What follows belongs to an exercise in optimizing a design on an open flow for small area; a production flow would make more cautious choices. The RTL was checked by simulation tests, not by an equivalence proof against the original design. Power and IR drop assume default switching activity.

File: design/flow/run.sh
#!/bin/bash
# synth_recipe.tcl (not shown) runs the flow's synth.tcl, then flattens the netlist and writes it again
# the make line also repeats each setting of config.mk as NAME=value (left out here)
make -C /OpenROAD-flow-scripts/flow DESIGN_CONFIG=/design/flow/config.mk WORK_HOME=/design/flow/orfs CLKGATE_MAP_FILE= SYNTH_SCRIPT=/design/flow/synth_recipe.tcl finish
File: design/flow/config.mk
export PLATFORM = sky130hd
export DESIGN_NAME = puf
export DESIGN_NICKNAME = puf
export VERILOG_FILES = /design/flow/design.v
export SDC_FILE = /design/flow/constraint.sdc
export NUM_CORES = 4
export LEC_CHECK = 0
export CAP_MARGIN = 20
export CORE_MARGIN = 2
export CORE_UTILIZATION = 40
export SLEW_MARGIN = 20
File: design/flow/constraint.sdc
create_clock -name core_clock -period 8.0 [get_ports {clk}]
set_input_delay 1.6000 -clock core_clock [delete_from_list [all_inputs] [get_ports {clk}]]
set_output_delay 1.6000 -clock core_clock [all_outputs]
set_load 0.01 [all_outputs]
File: design/flow/design.v
`default_nettype none
module clock_rand (
    input  wire        clk,
    input  wire        rst_n,
    input  wire        i_en,
    input  wire [7:0]  i_seed,
    input  wire        i_load,
    input  wire        i_ser_in_valid,
    input  wire        i_ser_in,
    output wire        o_ser_out_valid,
    output wire        o_ser_out,
    output wire        o_r0,
    output wire        o_r1,
    output wire        o_r2,
    output wire        o_clk,
    output wire        o_clk_en);
    integer idx;
    reg [7:0]  state;
    reg clk_rand;
    wire fb = (
        state[6] ^
        state[5] ^
        state[1] ^
        state[0]
    ) ^ (~(|state));
    always @(posedge clk or negedge rst_n)
        if (!rst_n) begin
            state <= 0;
            clk_rand <= 0;
        end
        else begin
            if (i_load)
                state <= i_seed;
            else if (i_ser_in_valid)
                state <= {i_ser_in, state[7:1]};
            else
                state <= {fb, state[7:1]};
            if (state[0] | (~i_en))
                clk_rand <= ~clk_rand;
        end
    assign o_clk = clk_rand;
    assign o_clk_en = (~clk_rand) & (state[0] | (~i_en));
    assign o_ser_out_valid = i_ser_in_valid;
    assign o_ser_out = state[0];
    assign o_r0 = state[4];
    assign o_r1 = state[6];
    assign o_r2 = state[2];
endmodule
`default_nettype none
module casr (
    input  wire        clk,
    input  wire        rst_n,
    input  wire [10:0] i_seed,
    input  wire        i_load,
    input  wire        i_ser_in_valid,
    input  wire        i_ser_in,
    output wire        o_ser_out_valid,
    output wire        o_ser_out,
    output wire        o_r0,
    output wire        o_r1,
    output wire        o_r2);
    integer idx;
    reg [10:0] state;
    wire [10:0] nxt_state;
    always @(posedge clk or negedge rst_n)
        if (!rst_n)
            state <= 0;
        else
            if (i_load)
                state <= i_seed;
            else if (i_ser_in_valid)
                state <= {i_ser_in, state[10:1]};
            else
                for (idx = 0; idx < 11; idx = idx+1)
                    state[idx] <= (~(|state)) ? 1 : nxt_state[idx];
    genvar  i;
    generate
        for (i = 1; i <= 11; i = i+1) begin : casr_blk
            wire left  = (i > 1)  ? state[11-i+1] : 0;
            wire right = (i < 11) ? state[11-i-1] : 0;
            assign nxt_state[11-i] = (i == 1) ? left ^ right ^ state[11-1] : left ^ right;
        end
    endgenerate
    assign o_ser_out_valid = i_ser_in_valid;
    assign o_ser_out = state[0];
    assign o_r0 = state[9];
    assign o_r1 = state[3];
    assign o_r2 = state[1];
endmodule
`default_nettype none
module smp_lfsr (
    input  wire        clk,
    input  wire        rst_n,
    input  wire [55:0] i_wdata1,
    input  wire        i_load,
    input  wire        i_halt,
    output wire [55:0] o_rdata1);
    reg [55:0]  state;
    wire fb = (
        state[22] ^
        state[21] ^
        state[1] ^
        state[0]
    );
    always @(posedge clk or negedge rst_n)
        if (!rst_n) begin
            state <= 56'b0;
        end
        else begin
            if (i_load)
                state <= i_wdata1;
            else if (!i_halt)
                state <= {fb, state[55:1]};
        end
    assign o_rdata1 = state;
endmodule
`default_nettype none
module ncm_nlfsr (
    input  wire        clk,
    input  wire        i_clk_en,
    input  wire        rst_n,
    input  wire [55:0] i_wdata1,
    input  wire        i_load,
    input  wire        i_halt,
    output wire [55:0] o_rdata1);
    reg [28:0]  sh1_s29;
    reg [26:0]  sh1_s27;
    wire sh1_p27 = sh1_s27[0];
    wire sh1_p29 = sh1_s29[0];
    wire sh1_fb29 = (
        (sh1_s29[28] & sh1_s29[20]) ^
        sh1_s29[27] ^
        sh1_s29[23] ^
        sh1_s29[22] ^
        sh1_s29[19] ^
        sh1_s29[16] ^
        sh1_s29[12] ^
        sh1_s29[11] ^
        sh1_s29[6] ^
        sh1_s29[5] ^
        sh1_s29[3] ^
        sh1_s29[0]
    ) ^ sh1_p27;
    wire sh1_fb27 = (
        (sh1_s27[10] & sh1_s27[6]) ^
        sh1_s27[21] ^
        sh1_s27[19] ^
        sh1_s27[17] ^
        sh1_s27[14] ^
        sh1_s27[11] ^
        sh1_s27[10] ^
        sh1_s27[8] ^
        sh1_s27[4] ^
        sh1_s27[2] ^
        sh1_s27[1] ^
        sh1_s27[0]
    ) ^ sh1_p29;
    always @(posedge clk or negedge rst_n)
        if (!rst_n) begin
            sh1_s29 <= 0;
            sh1_s27 <= 0;
        end
        else if (i_clk_en) begin
            if (i_load)
                { sh1_s29, sh1_s27 } <= i_wdata1;
            else if (!i_halt) begin
                sh1_s29 <= {sh1_fb29, sh1_s29[28:1]};
                sh1_s27 <= {sh1_fb27, sh1_s27[26:1]};
            end
        end
    wire [55:0] sh1 = {sh1_s29, sh1_s27};
    assign o_rdata1    = sh1;
endmodule
`default_nettype none
module msk_nlfsr (
    input  wire        clk,
    input  wire        i_clk_en,
    input  wire        rst_n,
    input  wire [55:0] i_wdata1,
    input  wire [55:0] i_wdata2,
    input  wire        i_load,
    input  wire        i_halt,
    input  wire        i_ser_in_valid,
    input  wire        i_ser_in,
    input  wire        i_r1,
    input  wire        i_r2,
    input  wire        i_rxor,
    output wire [55:0] o_rdata1,
    output wire [55:0] o_rdata2,
    output wire [55:0] o_rdata_xor);
    reg [28:0]  sh1_s29;
    reg [26:0]  sh1_s27;
    reg [28:0]  sh2_s29;
    reg [26:0]  sh2_s27;
    wire sh1_p27 = sh1_s27[0];
    wire sh1_p29 = sh1_s29[0];
    wire sh2_p27 = sh2_s27[0];
    wire sh2_p29 = sh2_s29[0];
    wire sh1_fb29 = (
        (
            (sh1_s29[28] & sh1_s29[20]) ^
            (sh1_s29[28] | (~sh2_s29[20]))
        ) ^
        sh1_s29[27] ^
        sh1_s29[23] ^
        sh1_s29[22] ^
        sh1_s29[19] ^
        sh1_s29[16] ^
        sh1_s29[12] ^
        sh1_s29[11] ^
        sh1_s29[6] ^
        sh1_s29[5] ^
        sh1_s29[3] ^
        sh1_s29[0]
    ) ^ sh1_p27 ^ i_r1;
    wire sh1_fb27 = (
        (
            (sh1_s27[10] & sh1_s27[6]) ^
            (sh1_s27[10] | (~sh2_s27[6]))
        ) ^
        sh1_s27[21] ^
        sh1_s27[19] ^
        sh1_s27[17] ^
        sh1_s27[14] ^
        sh1_s27[11] ^
        sh1_s27[10] ^
        sh1_s27[8] ^
        sh1_s27[4] ^
        sh1_s27[2] ^
        sh1_s27[1] ^
        sh1_s27[0]
    ) ^ sh1_p29 ^ i_r2;
    wire sh2_fb29 = (
        (
            (sh2_s29[28] | (~sh2_s29[20])) ^
            (sh2_s29[28] & sh1_s29[20])
        ) ^
        sh2_s29[27] ^
        sh2_s29[23] ^
        sh2_s29[22] ^
        sh2_s29[19] ^
        sh2_s29[16] ^
        sh2_s29[12] ^
        sh2_s29[11] ^
        sh2_s29[6] ^
        sh2_s29[5] ^
        sh2_s29[3] ^
        sh2_s29[0]
    ) ^ sh2_p27 ^ i_r1;
    wire sh2_fb27 = (
        (
            (sh2_s27[10] | (~sh2_s27[6])) ^
            (sh2_s27[10] & sh1_s27[6])
        ) ^
        sh2_s27[21] ^
        sh2_s27[19] ^
        sh2_s27[17] ^
        sh2_s27[14] ^
        sh2_s27[11] ^
        sh2_s27[10] ^
        sh2_s27[8] ^
        sh2_s27[4] ^
        sh2_s27[2] ^
        sh2_s27[1] ^
        sh2_s27[0]
    ) ^ sh2_p29 ^ i_r2;
    always @(posedge clk or negedge rst_n)
        if (!rst_n) begin
            sh1_s29 <= 0;
            sh1_s27 <= 0;
            sh2_s29 <= 0;
            sh2_s27 <= 0;
        end
        else if (i_clk_en) begin
            if (i_load) begin
                { sh1_s29, sh1_s27 } <= i_wdata1;
                { sh2_s29, sh2_s27 } <= i_wdata2;
            end
            else if (i_ser_in_valid) begin
                { sh1_s29, sh1_s27 } <= {i_ser_in, sh1_s29, sh1_s27[26:1]};
                { sh2_s29, sh2_s27 } <= {i_ser_in, sh2_s29, sh2_s27[26:1]};
            end
            else if (!i_halt) begin
                sh1_s29 <= {sh1_fb29, sh1_s29[28:1]};
                sh1_s27 <= {sh1_fb27, sh1_s27[26:1]};
                sh2_s29 <= {sh2_fb29, sh2_s29[28:1]};
                sh2_s27 <= {sh2_fb27, sh2_s27[26:1]};
            end
        end
    wire [55:0] sh1 = {sh1_s29, sh1_s27};
    wire [55:0] sh2 = {sh2_s29, sh2_s27};
    assign o_rdata1    = sh1;
    assign o_rdata2    = sh2;
    assign o_rdata_xor = sh1 ^ (i_rxor ? sh2 : 56'b0);
endmodule
`default_nettype none
module smp_core (
    input  wire        clk,
    input  wire        rst_n,
    input  wire        i_go,
    input  wire [55:0] i_chl_seed,
    input  wire [55:0] i_key1,
    input  wire [ 7:0] i_chx,
    input  wire [ 3:0] i_rpt,
    output wire        o_apuf_a,
    output wire [55:0] o_apuf_chl,
    input  wire        i_apuf_q,
    output wire [55:0] o_state1,
    output reg         o_q,
    output reg         o_valid,
    output reg         o_done);
    reg [3:0] state;
    reg [6:0] cycl_cnter;
    reg [7:0] runs_cnter;
    reg [3:0] rpts_cnter;
    reg [2:0] apuf_cnter;
    reg [4:0] rpts_accm;
    wire [55:0] lfsr_wdata1;
    wire [55:0] lfsr_rdata1;
    reg lfsr_wpar;
    reg lfsr_halt;
    wire [55:0] chl;
    wire        q1, q0;
    reg a;
    reg apuf_done;
    reg apuf_ready;
    wire cycl_init_done  = (cycl_cnter == 'd111) ? 1'b1 : 1'b0;
    wire cycl_flush_done = (cycl_cnter ==  'd56) ? 1'b1 : 1'b0;
    wire [3:0] state_plus1 = state + 1'b1;
    wire [7:0] cycl_cnter_plus1 = cycl_cnter + 1'b1;
    wire [7:0] runs_cnter_plus1 = runs_cnter + 1'b1;
    wire [3:0] rpts_cnter_plus1 = rpts_cnter + 1'b1;
    wire load_key  = (state == 'd1) ? 1 : 0;
    always @(posedge clk or negedge rst_n)
        if (!rst_n) begin
            state <= 0;
            lfsr_wpar <= 0;
            lfsr_halt <= 0;
            runs_cnter <= 0;
            cycl_cnter <= 0;
            rpts_cnter <= 0;
            rpts_accm <= 0;
            a <= 0;
            o_q <= 0;
            o_valid <= 0;
            o_done <= 0;
        end else begin
            case (state)
                'd0: begin
                    if (i_go) begin
                        state <= state_plus1;
                        lfsr_wpar <= 1;
                        runs_cnter <= 0;
                    end
                end
                'd1: begin
                    state <= state_plus1;
                    lfsr_wpar <= 1;
                    lfsr_halt <= 0;
                    cycl_cnter <= 0;
                end
                'd2: begin
                    lfsr_wpar <= 0;
                    cycl_cnter <= cycl_cnter_plus1;
                    if (cycl_init_done) begin
                        state <= state_plus1;
                        cycl_cnter <= 0;
                    end
                end
                'd3: begin  
                    rpts_cnter <= 0;
                    rpts_accm <= 0;
                    lfsr_halt <= 0;
                    cycl_cnter <= cycl_cnter_plus1;
                    if (cycl_flush_done) begin
                        state <= state_plus1;
                        runs_cnter <= runs_cnter_plus1;
                        lfsr_halt <= 1;
                        cycl_cnter <= 0;
                    end
                end
                'd4: begin  
                    if (apuf_ready) begin
                        state <= state_plus1;
                        rpts_cnter <= rpts_cnter_plus1;
                        a <= 1;
                    end
                end
                'd5: begin
                    if (apuf_done) begin
                        a <= 0;
                        rpts_accm <= q0 ? rpts_accm + 1'b1 : rpts_accm - 1'b1;
                        if (rpts_cnter == i_rpt)
                            state <= state_plus1;
                        else
                            state <= 'd4;
                    end
                end
                'd6: begin
                    state <= state_plus1;
                    o_q <= rpts_accm[4];
                    o_valid <= 1;
                end
                'd7: begin
                    o_q <= 0;
                    o_valid <= 0;
                    if (runs_cnter == i_chx) begin
                        state <= state_plus1;
                        o_done <= 1;
                    end
                    else
                        state <= 'd3;
                end
                'd8: begin
                    if (!i_go) begin
                        state <= 0;
                        o_done <= 0;
                    end
                end
            endcase
        end
    assign lfsr_wdata1 = (load_key)  ? (i_key1) :
                          (lfsr_rdata1 ^ i_chl_seed);
    smp_lfsr U_SMP_LFSR (
        .clk            ( clk            ) ,
        .rst_n          ( rst_n          ) ,
        .i_wdata1       ( lfsr_wdata1    ) ,
        .i_load         ( lfsr_wpar      ) ,
        .i_halt         ( lfsr_halt      ) ,
        .o_rdata1       ( lfsr_rdata1    ) );
    assign chl = lfsr_rdata1;
    assign o_state1 = lfsr_rdata1;
    always @(posedge clk or negedge rst_n)
        if (!rst_n) begin
            apuf_cnter <= 0;
            apuf_done <= 0;
            apuf_ready <= 0;
        end
        else
            if (a) begin
                apuf_ready <= 0;
                if (apuf_cnter == 'd7)
                    apuf_done <= 1;
                else begin
                    apuf_done <= 0;
                    apuf_cnter <= apuf_cnter + 1'b1;
                end
            end
            else begin
                apuf_done <= 0;
                if (apuf_cnter == 0)
                    apuf_ready <= 1;
                else begin
                    apuf_ready <= 0;
                    apuf_cnter <= apuf_cnter - 1'b1;
                end
            end
    assign q0 = i_apuf_q;
    assign q1 = 1'b0;
    assign o_apuf_a = a;
    assign o_apuf_chl = chl;
endmodule
`default_nettype none
module ncm_core (
    input  wire        clk,
    input  wire        rst_n,
    input  wire        i_go,
    input  wire [55:0] i_chl_seed,
    input  wire [55:0] i_key1,
    input  wire [55:0] i_erchl,
    input  wire [ 7:0] i_seed8,
    input  wire [ 7:0] i_chx,
    input  wire [ 7:0] i_grd,
    input  wire [ 3:0] i_rpt,
    input  wire        i_use_seed,
    input  wire        i_use_clkrnd,
    output wire        o_apuf_a,
    output wire [55:0] o_apuf_chl,
    input  wire        i_apuf_q,
    output wire [55:0] o_state1,
    output reg         o_q,
    output reg         o_valid,
    output reg         o_done);
    wire clkr;
    wire clkr_en;
    reg clock_rand_load_par;
    reg clock_rand_load_ser;
    reg [3:0] state;
    reg [6:0] cycl_cnter;
    reg [7:0] runs_cnter;
    reg [3:0] rpts_cnter;
    reg [2:0] apuf_cnter;
    reg [4:0] rpts_accm;
    wire [55:0] nlfsr_wdata1;
    wire [55:0] nlfsr_rdata1;
    reg nlfsr_wpar;
    reg nlfsr_halt;
    wire [55:0] chl;
    wire        q1, q0;
    reg a;
    reg apuf_done;
    reg apuf_ready;
    wire cycl_init_done  = (cycl_cnter == 'd111) ? 1'b1 : 1'b0;
    wire cycl_flush_done = (cycl_cnter ==  'd56) ? 1'b1 : 1'b0;
    wire [3:0] state_plus1 = state + 1'b1;
    wire [7:0] cycl_cnter_plus1 = cycl_cnter + 1'b1;
    wire [7:0] runs_cnter_plus1 = runs_cnter + 1'b1;
    wire [3:0] rpts_cnter_plus1 = rpts_cnter + 1'b1;
    wire init_mode = (state <  'd5) ? 1 : 0;
    wire load_key  = (state == 'd5) ? 1 : 0;
    always @(posedge clk or negedge rst_n)
        if (!rst_n) begin
            state <= 0;
            clock_rand_load_par <= 0;
            clock_rand_load_ser <= 0;
            nlfsr_wpar <= 0;
            nlfsr_halt <= 0;
            runs_cnter <= 0;
            cycl_cnter <= 0;
            rpts_cnter <= 0;
            rpts_accm <= 0;
            a <= 0;
            o_q <= 0;
            o_valid <= 0;
            o_done <= 0;
        end else if (clkr_en) begin
            case (state)
                'd0: begin
                    if (i_go) begin
                        state <= state_plus1;
                        runs_cnter <= 0;
                        nlfsr_halt <= 1;
                        cycl_cnter <= 0;
                        if (i_use_seed) begin
                            clock_rand_load_par <= 1;
                            nlfsr_wpar <= 1;
                            state <= 'd4;  
                        end
                    end
                end
                'd1: begin  
                    if (apuf_ready) begin
                        state <= state_plus1;
                        cycl_cnter <= cycl_cnter_plus1;
                        a <= 1;
                    end
                end
                'd2: begin
                    if (apuf_done) begin
                        state <= state_plus1;
                        clock_rand_load_ser <= 1;
                    end
                end
                'd3: begin
                    a <= 0;
                    clock_rand_load_ser <= 0;
                    if (cycl_cnter == (8 + 11)) begin
                        state <= state_plus1;
                        nlfsr_wpar <= 1;
                    end
                    else
                        state <= 'd1;
                end
                'd4: begin  
                    state <= state_plus1;
                    clock_rand_load_par <= 0;
                    nlfsr_wpar <= 1;
                end
                'd5: begin
                    state <= state_plus1;
                    clock_rand_load_par <= 0;
                    nlfsr_wpar <= 0;
                    cycl_cnter <= 0;
                end
                'd6: begin
                    nlfsr_halt <= 0;
                    cycl_cnter <= cycl_cnter_plus1;
                    if (cycl_cnter == i_grd | (~i_use_clkrnd)) begin
                        state <= state_plus1;
                        cycl_cnter <= 0;
                        nlfsr_wpar <= 1;
                    end
                end
                'd7: begin
                    nlfsr_wpar <= 0;
                    cycl_cnter <= cycl_cnter_plus1;
                    if (cycl_init_done) begin
                        state <= state_plus1;
                        cycl_cnter <= 0;
                    end
                end
                'd8: begin  
                    rpts_cnter <= 0;
                    rpts_accm <= 0;
                    nlfsr_halt <= 0;
                    cycl_cnter <= cycl_cnter_plus1;
                    if (cycl_flush_done) begin
                        state <= state_plus1;
                        runs_cnter <= runs_cnter_plus1;
                        nlfsr_halt <= 1;
                        cycl_cnter <= 0;
                    end
                end
                'd9: begin  
                    if (apuf_ready) begin
                        state <= state_plus1;
                        rpts_cnter <= rpts_cnter_plus1;
                        a <= 1;
                    end
                end
                'd10: begin
                    if (apuf_done) begin
                        a <= 0;
                        rpts_accm <= q0 ? rpts_accm + 1'b1 : rpts_accm - 1'b1;
                        if (rpts_cnter == i_rpt)
                            state <= state_plus1;
                        else
                            state <= 'd9;  
                    end
                end
                'd11: begin
                    state <= state_plus1;
                    o_q <= rpts_accm[4];
                    o_valid <= 1;
                end
                'd12: begin
                    o_q <= 0;
                    o_valid <= 0;
                    if (runs_cnter == i_chx) begin
                        state <= state_plus1;
                        o_done <= 1;
                    end
                    else
                        state <= 'd8;  
                end
                'd13: begin
                    if (!i_go) begin
                        state <= 0;
                        o_done <= 0;
                    end
                end
            endcase
        end
    clock_rand U_CLOCK_RAND (
        .clk             ( clk                         ) ,
        .rst_n           ( rst_n                       ) ,
        .i_en            ( i_use_clkrnd & (~init_mode) ) ,
        .i_seed          ( i_seed8                     ) ,
        .i_load          ( clock_rand_load_par         ) ,
        .i_ser_in_valid  ( clock_rand_load_ser         ) ,
        .i_ser_in        ( q0                          ) ,
        .o_ser_out_valid (                             ) ,
        .o_ser_out       (                             ) ,
        .o_clk           ( clkr                        ) ,
        .o_clk_en        ( clkr_en                     ) ,
        .o_r0            (                             ) ,
        .o_r1            (                             ) ,
        .o_r2            (                             ) );
    assign nlfsr_wdata1 = (load_key)  ? (i_key1) :
                          (nlfsr_rdata1 ^ i_chl_seed);
    ncm_nlfsr U_NCM_NLFSR (
        .clk            ( clk                ) ,
        .i_clk_en       ( clkr_en            ) ,
        .rst_n          ( rst_n           ) ,
        .i_wdata1       ( nlfsr_wdata1    ) ,
        .i_load         ( nlfsr_wpar      ) ,
        .i_halt         ( nlfsr_halt      ) ,
        .o_rdata1       ( nlfsr_rdata1    ) );
    assign chl = init_mode ? i_erchl : nlfsr_rdata1;
    assign o_state1 = nlfsr_rdata1;
    always @(posedge clk or negedge rst_n)
        if (!rst_n) begin
            apuf_cnter <= 0;
            apuf_done <= 0;
            apuf_ready <= 0;
        end
        else
            if (a) begin
                apuf_ready <= 0;
                if (apuf_cnter == 'd7)
                    apuf_done <= 1;
                else begin
                    apuf_done <= 0;
                    apuf_cnter <= apuf_cnter + 1'b1;
                end
            end
            else begin
                apuf_done <= 0;
                if (apuf_cnter == 0)
                    apuf_ready <= 1;
                else begin
                    apuf_ready <= 0;
                    apuf_cnter <= apuf_cnter - 1'b1;
                end
            end
    assign q0 = i_apuf_q;
    assign q1 = 1'b0;
    assign o_apuf_a = a;
    assign o_apuf_chl = chl;
endmodule
`default_nettype none
module msk_core (
    input  wire        clk,
    input  wire        rst_n,
    input  wire        i_go,
    input  wire [55:0] i_chl_seed,
    input  wire [55:0] i_key1,
    input  wire [55:0] i_key2,
    input  wire [55:0] i_erchl,
    input  wire [55:0] i_seed56,
    input  wire [ 7:0] i_seed8,
    input  wire [10:0] i_seed11,
    input  wire [ 7:0] i_chx,
    input  wire [ 7:0] i_grd,
    input  wire [ 3:0] i_rpt,
    input  wire        i_use_seed,
    input  wire        i_use_clkrnd,
    output wire        o_apuf_a,
    output wire [55:0] o_apuf_chl,
    input  wire        i_apuf_q,
    output wire [55:0] o_state1,
    output wire [55:0] o_state2,
    output reg         o_q,
    output reg         o_valid,
    output reg         o_done);
    wire clkr;
    wire clkr_en;
    wire r0, r1, r2;
    wire clock_rand_ser_out_valid;
    wire clock_rand_ser_out;
    reg  clock_rand_load_par;
    reg  clock_rand_load_ser;
    wire clock_rand_r0;
    wire clock_rand_r1;
    wire clock_rand_r2;
    wire casr_load_par;
    wire casr_r0;
    wire casr_r1;
    wire casr_r2;
    reg [3:0] state;
    reg [6:0] cycl_cnter;
    reg [7:0] runs_cnter;
    reg [3:0] rpts_cnter;
    reg [2:0] apuf_cnter;
    reg [4:0] rpts_accm;
    wire [55:0] nlfsr_wdata1;
    wire [55:0] nlfsr_wdata2;
    wire [55:0] nlfsr_rdata1;
    wire [55:0] nlfsr_rdata2;
    wire [55:0] nlfsr_rdata_xor;
    reg nlfsr_wpar;
    reg nlfsr_wser;
    reg nlfsr_rxor;
    reg nlfsr_halt;
    wire [55:0] chl;
    wire        q1, q0;
    reg a;
    reg apuf_done;
    reg apuf_ready;
    wire cycl_init_done  = (cycl_cnter == 'd111) ? 1'b1 : 1'b0;
    wire cycl_flush_done = (cycl_cnter ==  'd56) ? 1'b1 : 1'b0;
    wire [3:0] state_plus1 = state + 1'b1;
    wire [7:0] cycl_cnter_plus1 = cycl_cnter + 1'b1;
    wire [7:0] runs_cnter_plus1 = runs_cnter + 1'b1;
    wire [3:0] rpts_cnter_plus1 = rpts_cnter + 1'b1;
    wire init_mode = (state <  'd6) ? 1 : 0;
    wire load_key  = (state == 'd6) ? 1 : 0;
    always @(posedge clk or negedge rst_n)
        if (!rst_n) begin
            state <= 0;
            clock_rand_load_par <= 0;
            clock_rand_load_ser <= 0;
            nlfsr_wpar <= 0;
            nlfsr_wser <= 0;
            nlfsr_rxor <= 0;
            nlfsr_halt <= 0;
            runs_cnter <= 0;
            cycl_cnter <= 0;
            rpts_cnter <= 0;
            rpts_accm <= 0;
            a <= 0;
            o_q <= 0;
            o_valid <= 0;
            o_done <= 0;
        end else if (clkr_en) begin
            case (state)
                'd0: begin
                    if (i_go) begin
                        state <= state_plus1;
                        runs_cnter <= 0;
                        nlfsr_halt <= 1;
                        cycl_cnter <= 0;
                        if (i_use_seed) begin
                            clock_rand_load_par <= 1;
                            nlfsr_wpar <= 1;
                            state <= 'd5;  
                        end
                    end
                end
                'd1: begin  
                    if (apuf_ready) begin
                        state <= state_plus1;
                        cycl_cnter <= cycl_cnter_plus1;
                        a <= 1;
                    end
                end
                'd2: begin
                    if (apuf_done) begin
                        state <= state_plus1;
                        clock_rand_load_ser <= 1;
                    end
                end
                'd3: begin
                    a <= 0;
                    clock_rand_load_ser <= 0;
                    if (cycl_cnter == (8 + 11)) begin
                        state <= state_plus1;
                        nlfsr_wser <= 1;
                        cycl_cnter <= 0;
                    end
                    else
                        state <= 'd1;
                end
                'd4: begin
                    cycl_cnter <= cycl_cnter_plus1;
                    if (cycl_cnter == 56) begin
                        state <= state_plus1;
                        nlfsr_wser <= 0;
                    end
                end
                'd5: begin  
                    state <= state_plus1;
                    clock_rand_load_par <= 0;
                    nlfsr_wpar <= 1;
                end
                'd6: begin
                    state <= state_plus1;
                    nlfsr_wpar <= 0;
                    cycl_cnter <= 0;
                end
                'd7: begin
                    nlfsr_halt <= 0;
                    cycl_cnter <= cycl_cnter_plus1;
                    if (cycl_cnter == i_grd | (~i_use_clkrnd)) begin
                        state <= state_plus1;
                        cycl_cnter <= 0;
                        nlfsr_wpar <= 1;
                    end
                end
                'd8: begin
                    nlfsr_wpar <= 0;
                    cycl_cnter <= cycl_cnter_plus1;
                    if (cycl_init_done) begin
                        state <= state_plus1;
                        cycl_cnter <= 0;
                    end
                end
                'd9: begin  
                    rpts_cnter <= 0;
                    rpts_accm <= 0;
                    nlfsr_halt <= 0;
                    nlfsr_rxor <= 0;
                    cycl_cnter <= cycl_cnter_plus1;
                    if (cycl_flush_done) begin
                        state <= state_plus1;
                        runs_cnter <= runs_cnter_plus1;
                        nlfsr_halt <= 1;
                        nlfsr_rxor <= 1;
                        cycl_cnter <= 0;
                    end
                end
                'd10: begin  
                    if (apuf_ready) begin
                        state <= state_plus1;
                        rpts_cnter <= rpts_cnter_plus1;
                        a <= 1;
                    end
                end
                'd11: begin
                    if (apuf_done) begin
                        a <= 0;
                        rpts_accm <= q0 ? rpts_accm + 1'b1 : rpts_accm - 1'b1;
                        if (rpts_cnter == i_rpt)
                            state <= state_plus1;
                        else
                            state <= 'd10;  
                    end
                end
                'd12: begin
                    state <= state_plus1;
                    o_q <= rpts_accm[4];
                    o_valid <= 1;
                end
                'd13: begin
                    o_q <= 0;
                    o_valid <= 0;
                    if (runs_cnter == i_chx) begin
                        state <= state_plus1;
                        o_done <= 1;
                    end
                    else
                        state <= 'd9;  
                end
                'd14: begin
                    if (!i_go) begin
                        state <= 0;
                        o_done <= 0;
                    end
                end
            endcase
        end
    clock_rand U_CLOCK_RAND (
        .clk             ( clk                         ) ,
        .rst_n           ( rst_n                       ) ,
        .i_en            ( i_use_clkrnd & (~init_mode) ) ,
        .i_seed          ( i_seed8                     ) ,
        .i_load          ( clock_rand_load_par         ) ,
        .i_ser_in_valid  ( clock_rand_load_ser         ) ,
        .i_ser_in        ( q0                          ) ,
        .o_ser_out_valid ( clock_rand_ser_out_valid    ) ,
        .o_ser_out       ( clock_rand_ser_out          ) ,
        .o_clk           ( clkr                        ) ,
        .o_clk_en        ( clkr_en                     ) ,
        .o_r0            ( clock_rand_r0               ) ,
        .o_r1            ( clock_rand_r1               ) ,
        .o_r2            ( clock_rand_r2               ) );
    assign casr_load_par = clock_rand_load_par;
    casr U_CASR (
        .clk             ( clk                         ) ,
        .rst_n           ( rst_n                       ) ,
        .i_seed          ( i_seed11                    ) ,
        .i_load          ( casr_load_par               ) ,
        .i_ser_in_valid  ( clock_rand_ser_out_valid    ) ,
        .i_ser_in        ( clock_rand_ser_out          ) ,
        .o_ser_out_valid (                             ) ,
        .o_ser_out       (                             ) ,
        .o_r0            ( casr_r0                     ) ,
        .o_r1            ( casr_r1                     ) ,
        .o_r2            ( casr_r2                     ) );
    assign r0 = clock_rand_r0 ^ casr_r0;
    assign r1 = clock_rand_r1 ^ casr_r1;
    assign r2 = clock_rand_r2 ^ casr_r2;
    assign nlfsr_wdata1 = (init_mode) ? i_seed56 : 
                          (load_key)  ? (nlfsr_rdata1 ^ i_key1) :
                          (nlfsr_rdata1 ^ i_chl_seed);
    assign nlfsr_wdata2 = (init_mode) ? i_seed56 :
                          (load_key)  ? (nlfsr_rdata2 ^ i_key2)  :
                          (nlfsr_rdata2);
    msk_nlfsr U_MSK_NLFSR (
        .clk            ( clk                ) ,
        .i_clk_en       ( clkr_en            ) ,
        .rst_n          ( rst_n              ) ,
        .i_wdata1       ( nlfsr_wdata1       ) ,
        .i_wdata2       ( nlfsr_wdata2       ) ,
        .i_load         ( nlfsr_wpar         ) ,
        .i_halt         ( nlfsr_halt         ) ,
        .i_ser_in_valid ( nlfsr_wser         ) ,
        .i_ser_in       ( r0                 ) ,
        .i_r1           ( r1                 ) ,
        .i_r2           ( r2                 ) ,
        .i_rxor         ( nlfsr_rxor         ) ,
        .o_rdata1       ( nlfsr_rdata1       ) ,
        .o_rdata2       ( nlfsr_rdata2       ) ,
        .o_rdata_xor    ( nlfsr_rdata_xor    ) );
    assign chl = init_mode ? i_erchl : nlfsr_rdata_xor;
    assign o_state1 = nlfsr_rdata1;
    assign o_state2 = nlfsr_rdata2;
    always @(posedge clk or negedge rst_n)
        if (!rst_n) begin
            apuf_cnter <= 0;
            apuf_done <= 0;
            apuf_ready <= 0;
        end
        else
            if (a) begin
                apuf_ready <= 0;
                if (apuf_cnter == 'd7)
                    apuf_done <= 1;
                else begin
                    apuf_done <= 0;
                    apuf_cnter <= apuf_cnter + 1'b1;
                end
            end
            else begin
                apuf_done <= 0;
                if (apuf_cnter == 0)
                    apuf_ready <= 1;
                else begin
                    apuf_ready <= 0;
                    apuf_cnter <= apuf_cnter - 1'b1;
                end
            end
    assign q0 = i_apuf_q;
    assign q1 = 1'b0;
    assign o_apuf_a = a;
    assign o_apuf_chl = chl;
endmodule
`default_nettype none
module puf(
    input  wire         clk,
    input  wire         rst_n,
    input  wire         i_go,           
    input  wire [ 55:0] i_chl_seed,     
    input  wire [ 55:0] i_key1,         
    input  wire [ 55:0] i_key2,         
    input  wire [ 55:0] i_erchl,        
    input  wire [ 55:0] i_seed56,       
    input  wire [  7:0] i_seed8,        
    input  wire [ 10:0] i_seed11,       
    input  wire [ 15:0] i_scc_end,      
    input  wire [ 15:0] i_scc_begin,    
    input  wire [ 15:0] i_evx,          
    input  wire [  7:0] i_chx,          
    input  wire [  7:0] i_grd,          
    input  wire [  3:0] i_rpt,          
    input  wire         i_use_seed,     
    input  wire         i_use_clkrnd,   
    input  wire [  1:0] i_arc,          
    output wire         o_apuf_smp_a,    
    output wire [ 55:0] o_apuf_smp_chl,  
    input  wire         i_apuf_smp_q,    
    output wire         o_apuf_ncm_a,    
    output wire [ 55:0] o_apuf_ncm_chl,  
    input  wire         i_apuf_ncm_q,    
    output wire         o_apuf_msk_a,    
    output wire [ 55:0] o_apuf_msk_chl,  
    input  wire         i_apuf_msk_q,    
    output wire [ 55:0] o_state1,       
    output wire [ 55:0] o_state2,       
    output wire [ 15:0] o_stat,         
    output wire [127:0] o_auth,         
    output reg          o_save,         
    output reg          o_done);        
    reg [3:0] state;
    reg [127:0] auth;
    reg [ 15:0] stat;
    reg [1:0] valid_trans;
    reg       q_last;
    reg [15:0] evx_cnter;
    reg [15:0] scc_cnter;
    wire [ 3:0] state_plus1 = state + 1'b1;
    wire [15:0] evx_cnter_plus1 = evx_cnter + 1'b1;
    wire [ 7:0] scc_cnter_plus1 = scc_cnter + 1'b1;
    reg  go    [0:2];
    wire q     [0:2];
    wire valid [0:2];
    wire done  [0:2];
    wire [55:0] state1 [0:2];
    wire [55:0] state2;
    reg [1:0] i_go_meta; 
    wire      i_go_sync = i_go_meta[1];
    always @(posedge clk or negedge rst_n)
        if (!rst_n) i_go_meta <= 2'b0;
        else        i_go_meta <= {i_go_meta[0], i_go};
    always @(posedge clk or negedge rst_n)
        if (!rst_n) begin
            state <= 0;
            auth <= 128'b0;
            stat <= 0;
            evx_cnter <= 0;
            scc_cnter <= 0;
            valid_trans <= 0;
            q_last <= 0;
            go[0] <= 0; 
            go[1] <= 0;
            go[2] <= 0;
            o_save <= 0;
            o_done <= 0;
        end
        else begin
            valid_trans <= {valid_trans[0], valid[i_arc]};
            q_last <= q[i_arc];
            if (valid_trans == 2'b01) begin
                stat <= stat + q_last;
                auth <= {auth[126:0], q_last};
            end
            case (state)
                'd0: begin
                    if (i_go_sync) begin
                        state <= state_plus1;
                        stat <= 0;
                        auth <= 128'b0;
                        evx_cnter <= 0;
                    end
                end
                'd1: begin
                    state <= state_plus1;
                    evx_cnter <= evx_cnter_plus1;
                    scc_cnter <= 0;
                    go[i_arc] <= 1;
                end
                'd2: begin
                    if (scc_cnter == i_scc_end)
                        o_save <= 0;
                    else begin
                        scc_cnter <= scc_cnter_plus1;
                        if (scc_cnter == i_scc_begin)
                            o_save <= 1;
                    end
                    if (done[i_arc]) begin
                        state <= state_plus1;
                        go[i_arc] <= 0;
                    end
                end
                'd3: begin
                    if (!done[i_arc]) begin
                        if (evx_cnter == i_evx)
                            state <= state_plus1;
                        else
                            state <= 'd1;
                    end
                end
                'd4: begin
                    state <= state_plus1;
                    o_done <= 1;
                    o_save <= 0;
                end
                'd5: begin
                    if (!i_go_sync) begin
                        state <= 0;
                        o_done <= 0;
                    end
                end
                default: begin
                    state <= state_plus1;
                end
            endcase
        end
    smp_core U_SMP_CORE (
        .clk          ( clk          ) ,
        .rst_n        ( rst_n        ) ,
        .i_go         ( go[0]        ) ,
        .i_chl_seed   ( i_chl_seed   ) ,
        .i_key1       ( i_key1       ) ,
        .i_chx        ( i_chx        ) ,
        .i_rpt        ( i_rpt        ) ,
        .o_apuf_a     ( o_apuf_smp_a   ) ,
        .o_apuf_chl   ( o_apuf_smp_chl ) ,
        .i_apuf_q     ( i_apuf_smp_q   ) ,
        .o_state1     ( state1[0]    ) ,
        .o_q          ( q[0]         ) ,
        .o_valid      ( valid[0]     ) ,
        .o_done       ( done[0]      ) );
    ncm_core U_NCM_CORE (
        .clk          ( clk          ) ,
        .rst_n        ( rst_n        ) ,
        .i_go         ( go[1]        ) ,
        .i_chl_seed   ( i_chl_seed   ) ,
        .i_key1       ( i_key1       ) ,
        .i_erchl      ( i_erchl      ) ,
        .i_seed8      ( i_seed8      ) ,
        .i_chx        ( i_chx        ) ,
        .i_grd        ( i_grd        ) ,
        .i_rpt        ( i_rpt        ) ,
        .i_use_seed   ( i_use_seed   ) ,
        .i_use_clkrnd ( i_use_clkrnd ) ,
        .o_apuf_a     ( o_apuf_ncm_a   ) ,
        .o_apuf_chl   ( o_apuf_ncm_chl ) ,
        .i_apuf_q     ( i_apuf_ncm_q   ) ,
        .o_state1     ( state1[1]    ) ,
        .o_q          ( q[1]         ) ,
        .o_valid      ( valid[1]     ) ,
        .o_done       ( done[1]      ) );
    msk_core U_MSK_CORE (
        .clk          ( clk          ) ,
        .rst_n        ( rst_n        ) ,
        .i_go         ( go[2]        ) ,
        .i_chl_seed   ( i_chl_seed   ) ,
        .i_key1       ( i_key1       ) ,
        .i_key2       ( i_key2       ) ,
        .i_erchl      ( i_erchl      ) ,
        .i_seed56     ( i_seed56     ) ,
        .i_seed8      ( i_seed8      ) ,
        .i_seed11     ( i_seed11     ) ,
        .i_chx        ( i_chx        ) ,
        .i_grd        ( i_grd        ) ,
        .i_rpt        ( i_rpt        ) ,
        .i_use_seed   ( i_use_seed   ) ,
        .i_use_clkrnd ( i_use_clkrnd ) ,
        .o_apuf_a     ( o_apuf_msk_a   ) ,
        .o_apuf_chl   ( o_apuf_msk_chl ) ,
        .i_apuf_q     ( i_apuf_msk_q   ) ,
        .o_state1     ( state1[2]    ) ,
        .o_state2     ( state2       ) ,
        .o_q          ( q[2]         ) ,
        .o_valid      ( valid[2]     ) ,
        .o_done       ( done[2]      ) );
    assign o_state1 = state1[i_arc];
    assign o_state2 = state2;
    assign o_auth = auth;
    assign o_stat = stat;
endmodule
==> run notes <==
==> per-stage QoR <==
stage / area (µm²) / std cells / power [mW] / hold WS [ns] / util
6_report: 47500 / 6226 / 15.4 / 0.346 / 0.526
5_1_grt: 47400 / 6220 / 16.3 / 0.367 / 0.526
4_1_cts: 47400 / 6192 / 15.4 / 0.347 / 0.525
3_5_place_dp: 45000 / 6069 / 12.1 / 0.335 / 0.499
3_3_place_gp: 45000 / 6069 / 12.0 / 0.334 / 0.499
2_1_floorplan: 36400 / 4388 / 8.96 / 0.331 / -
==> Yosys cell counts (51+ instances only) <==
cell type and count:
o22ai_1 69, inv_1 124, xnor2_1 298, mux2_2 79
a22o_1 61, nor3_1 84, buf_2 56, a311oi_1 57
nand3_1 52, a21oi_1 487, nor3b_1 61, nor2b_1 51
xor2_1 88, nor2_1 320, clkbuf_1 230, nand2_1 662
a22oi_1 59, mux2i_1 177, o21ai_0 400, dfrtp_1 558
==> routing by layer <==
layer | vias up | wire [µm]
met5 | - | 238
met2 | 1498 | 69900
met1 | 17200 | 61200
met3 | 275 | 11400
li1 | 16500 | -
met4 | 36 | 4650
==> worst max-delay path, cell delays in order <==
cell and delay [ns]:
clkdlybuf4s50_1 0.58, inv_1 0.15, ha_4 0.62, buf_12 0.32
nor2_1 0.09, a21oi_1 0.13, clkdlybuf4s50_1 0.56
==> final cells by class <==
class	count	share of cell area
Sequential cell	558	0.295
Clock buffer	92	0.0405
Multi-Input combinational cell	3372	0.437
Tap cell	1176	0.0310
Timing Repair Buffer	839	0.177
Antenna cell	34	0.00179
Clock inverter	31	0.00912
Inverter	124	0.00981
==> kinds of logic (layout without fill, tap and decap cells) <==
kind of cell	after synthesis	after routing	synth area share
xor+xnor	389	389	0.0947
mux	256	256	0.0731
compound gates	1261	1261	0.203
simple gates	1415	1415	0.176
fa+ha+maj	51	51	0.0188
other cells	0	34	0
buf+inv	458	1086	0.0509
flops	558	558	0.383
==> power groups by stage <==
stage          combinational, mW  sequential [mW]  clock [mW]
4_1_cts                     7.45             4.60        3.33
3_5_place_dp                7.41             4.65           0
6_report                    7.52             4.64        3.27
2_1_floorplan               4.75             4.21           0
5_1_grt                     8.16             4.71        3.44
3_3_place_gp                7.34             4.66           0
==> flip-flops by register name (all words and copies together) (netlist names), 11 cells and up <==
| signal | cells |
|---|---|
| auth | 128 |
| evx_cnter | 16 |
| U_SMP_CORE.U_SMP_LFSR.state | 56 |
| U_MSK_CORE.U_CASR.state | 11 |
| U_NCM_CORE.U_NCM_NLFSR.sh1_s29 | 29 |
| stat | 16 |
| U_MSK_CORE.U_MSK_NLFSR.sh1_s27 | 27 |
| U_MSK_CORE.U_MSK_NLFSR.sh2_s29 | 29 |
| U_MSK_CORE.U_MSK_NLFSR.sh2_s27 | 27 |
| U_MSK_CORE.U_MSK_NLFSR.sh1_s29 | 29 |
| U_NCM_CORE.U_NCM_NLFSR.sh1_s27 | 27 |
==> cells in the final DEF (no fill, tap or decap), types with 11 or more instances in the layout <==
cell	Yosys	layout
a22o_1	61	61
nand3_1	52	52
nand2_1	662	661
and3_1	29	29
ha_1	45	42
diode_2	0	34
mux2_2	79	79
xor2_1	88	88
a311oi_1	57	57
a31oi_1	19	19
clkdlybuf4s50_1	0	804
o31ai_1	15	14
dfrtp_1	558	553
a21o_1	13	13
nor3b_1	61	61
o21ai_0	400	400
buf_4	7	29
nor2_1	320	319
or3_1	13	13
nand2b_1	25	24
a22oi_1	59	59
clkinv_2	0	13
o22ai_1	69	69
xnor2_1	298	298
clkbuf_16	0	69
nor4_1	34	34
inv_1	124	124
clkbuf_1	230	12
a21oi_1	487	485
mux2i_1	177	177
clkbuf_8	0	11
nand4_1	30	30
nor2b_1	51	50
nor3_1	84	83
==> final timing paths <==
check	start	cells past startpoint	to	slack, ns
setup / recovery	i_arc[0]	7	o_state1[5]	2.20
hold / removal	i_go_meta[0]	0	i_go_meta[1]	0.35
setup reg to reg	U_MSK_CORE.state[0]	8	U_MSK_CORE.U_MSK_NLFSR.sh2_s27[6]	4.39
hold reg to reg	i_go_meta[0]	0	i_go_meta[1]	0.35
max in group asynchronous	rst_n	2	U_NCM_CORE.nlfsr_wpar	5.50
min in group asynchronous	rst_n	1	U_MSK_CORE.U_MSK_NLFSR.sh1_s27[16]	0.95
==> metrics.md <==
| Metric | Value |
|---|---|
| Met1 usage in global routing | `0.403` |
| Clock sink count | `558` |
| Overall Global Routing Usage | `0.305` |
| Layout Nets | `5392` |
| Drt total wl | `147 mm` |
| Met3 usage in global routing | `0.0619` |
| Maxcap violations | `0` |
| Synth async-reset ratio | `1.00` |
| Routing usage on met2 | `0.494` |
| Filler cell count in the final layout | `8436` |
| Pins Over Slew Limit | `0` |
| Cts bufs inserted | `69` |
| Post-layout min period | `5.80 ns` |
| Top cells by area, synth | `dfrtp_1 (38%), xnor2_1 (7.2%), nand2_1 (6.8%), a21oi_1 (6.7%), o21ai_0 (5.5%)` |
| Drt wl/cell | `23.7 µm` |
| Type of origin of the critical path | `primary input` |
| Clock buffer depth | `3` |
| Post-synth design cell area | `0.0364 mm²` |
| Dominant cell type by area after synthesis | `dfrtp_1` |
| Storage cell area | `0.0140 mm²` |
| First-pass GRT wire length | `219 mm` |
| Synth Warn # | `11` |
| Via density | `5.70` |
| Number of global-route vias before repair | `33400` |
| Net Switching | `6.78 mW` |
| Post-CTS Resized | `0` |
| Combinational share of power | `0.487` |
| Synth Register Bits | `558` |
| Critical Path End Type | `output port` |
| Worst Path Required | `6.40 ns` |
| Top_reg_cell synth | `dfrtp_1` |
| CTS tree | `built` |
| Max H-tree Level | `3` |
| P_int | `8.64 mW` |
| Slew @ Worst Pin | `1.14 ns` |
| Die H | `306 µm` |
| Reg power frac | `0.301` |
| Hold buffer count at CTS | `0` |
| Area of the multi-input gates | `0.0207 mm²` |
| Share of the synthesized area in the top cell type | `0.383` |
| Root Driver | `clkbuf_16` |
| Initial antenna violation count | `52` |
| Row cnt | `110` |
| Syn nets | `4816` |
| Core area | `0.0901 mm²` |
| Overflow after GRT | `0` |
| Hold Crit Class | `register to register` |
| Clock latency at the later pin of the worst-skew pair | `0.63 ns` |
| Initial DRC Count | `3159` |
| Post-synth EDFFs | `0` |
| P_leak | `18.9 nW` |
| Rel. slew slack | `0.238` |
| Width of the die | `306 µm` |
| Status | `finished clean` |
| Number of remaining DRC errors | `0` |
| Crit path arrival time | `4.20 ns` |
| I/O Pins | `806` |
| TNS Setup | `0 ns` |
| Final setup viols | `0` |
| Syn Area/Cell | `8.30 µm²` |
| Pin count of the biggest net entering global routing | `185` |
| Clk pin slew, worst setup/hold paths | `0.05 ns` |
| Die Footprint | `0.0935 mm²` |
| Sw Share | `0.440` |
| Setup bufs post-CTS | `0` |
| Number of port buffers | `805` |
| Mapped Cells | `4388` |
| Starting Density | `0.404` |
| Crit share post-route | `0.725` |
| GP Congestion | `0.937` |
| Routed vias | `35500` |
| Place WS | `2.24 ns` |
| Post-synth cell types | `86` |
| Peak VDD IR | `0.383 mV` |
| Worst clock skew | `0.0252 ns` |
| P&R area growth vs syn | `30.3%` |
| RSZ-0062 raised after global routing | `false` |
| Pwr dens | `325 mW/mm²` |
| Clock power frac | `0.212` |
| Hpwl dp | `107 mm` |
| Final hold vios | `0` |
| Seq/Total Area, Yosys | `0.383` |
| Post-route worst setup slack | `2.20 ns` |
| Remaining antenna violation count | `0` |
| Busiest grt layer | `met2` |
| Detailed Routing Iterations Pass 1 | `9` |
| CP Class | `primary input to output port` |
| FMAX | `172 MHz` |
| CP max FO | `79` |
| Share of layout cells above drive strength 1 | `0.0550` |

port drivers added, routing unchanged:
The results above use ideal ports. As a check the final layout listed here was re-extracted and re-timed, cells and wires unchanged. Step 1 (the two cells are an assumption about what drives the block):
set clk [get_ports {clk}]
set_driving_cell -lib_cell sky130_fd_sc_hd__clkbuf_16 $clk
set_driving_cell -lib_cell sky130_fd_sc_hd__buf_2 [delete_from_list [all_inputs] $clk]
Step 2 times the ports against the registers' clock, not the clock port: input delays grow and output delays shrink by t, the midpoint of the rising clock arrivals with the driver on. Slacks: ideal / step 1 / step 2; pairs: ideal / step 1.
shift t [ns]: 0.694
slack for setup (ns): 2.200 / 2.177 / 2.177
hold WS [ns]: 0.346 / 0.346 / 0.346
clock arrival spread, ns: 0.027 / 0.026
After both steps this run still meets setup and hold. For this run, drivers alone change the setup slack by -0.023 ns; drivers and shift together by -0.023 ns.
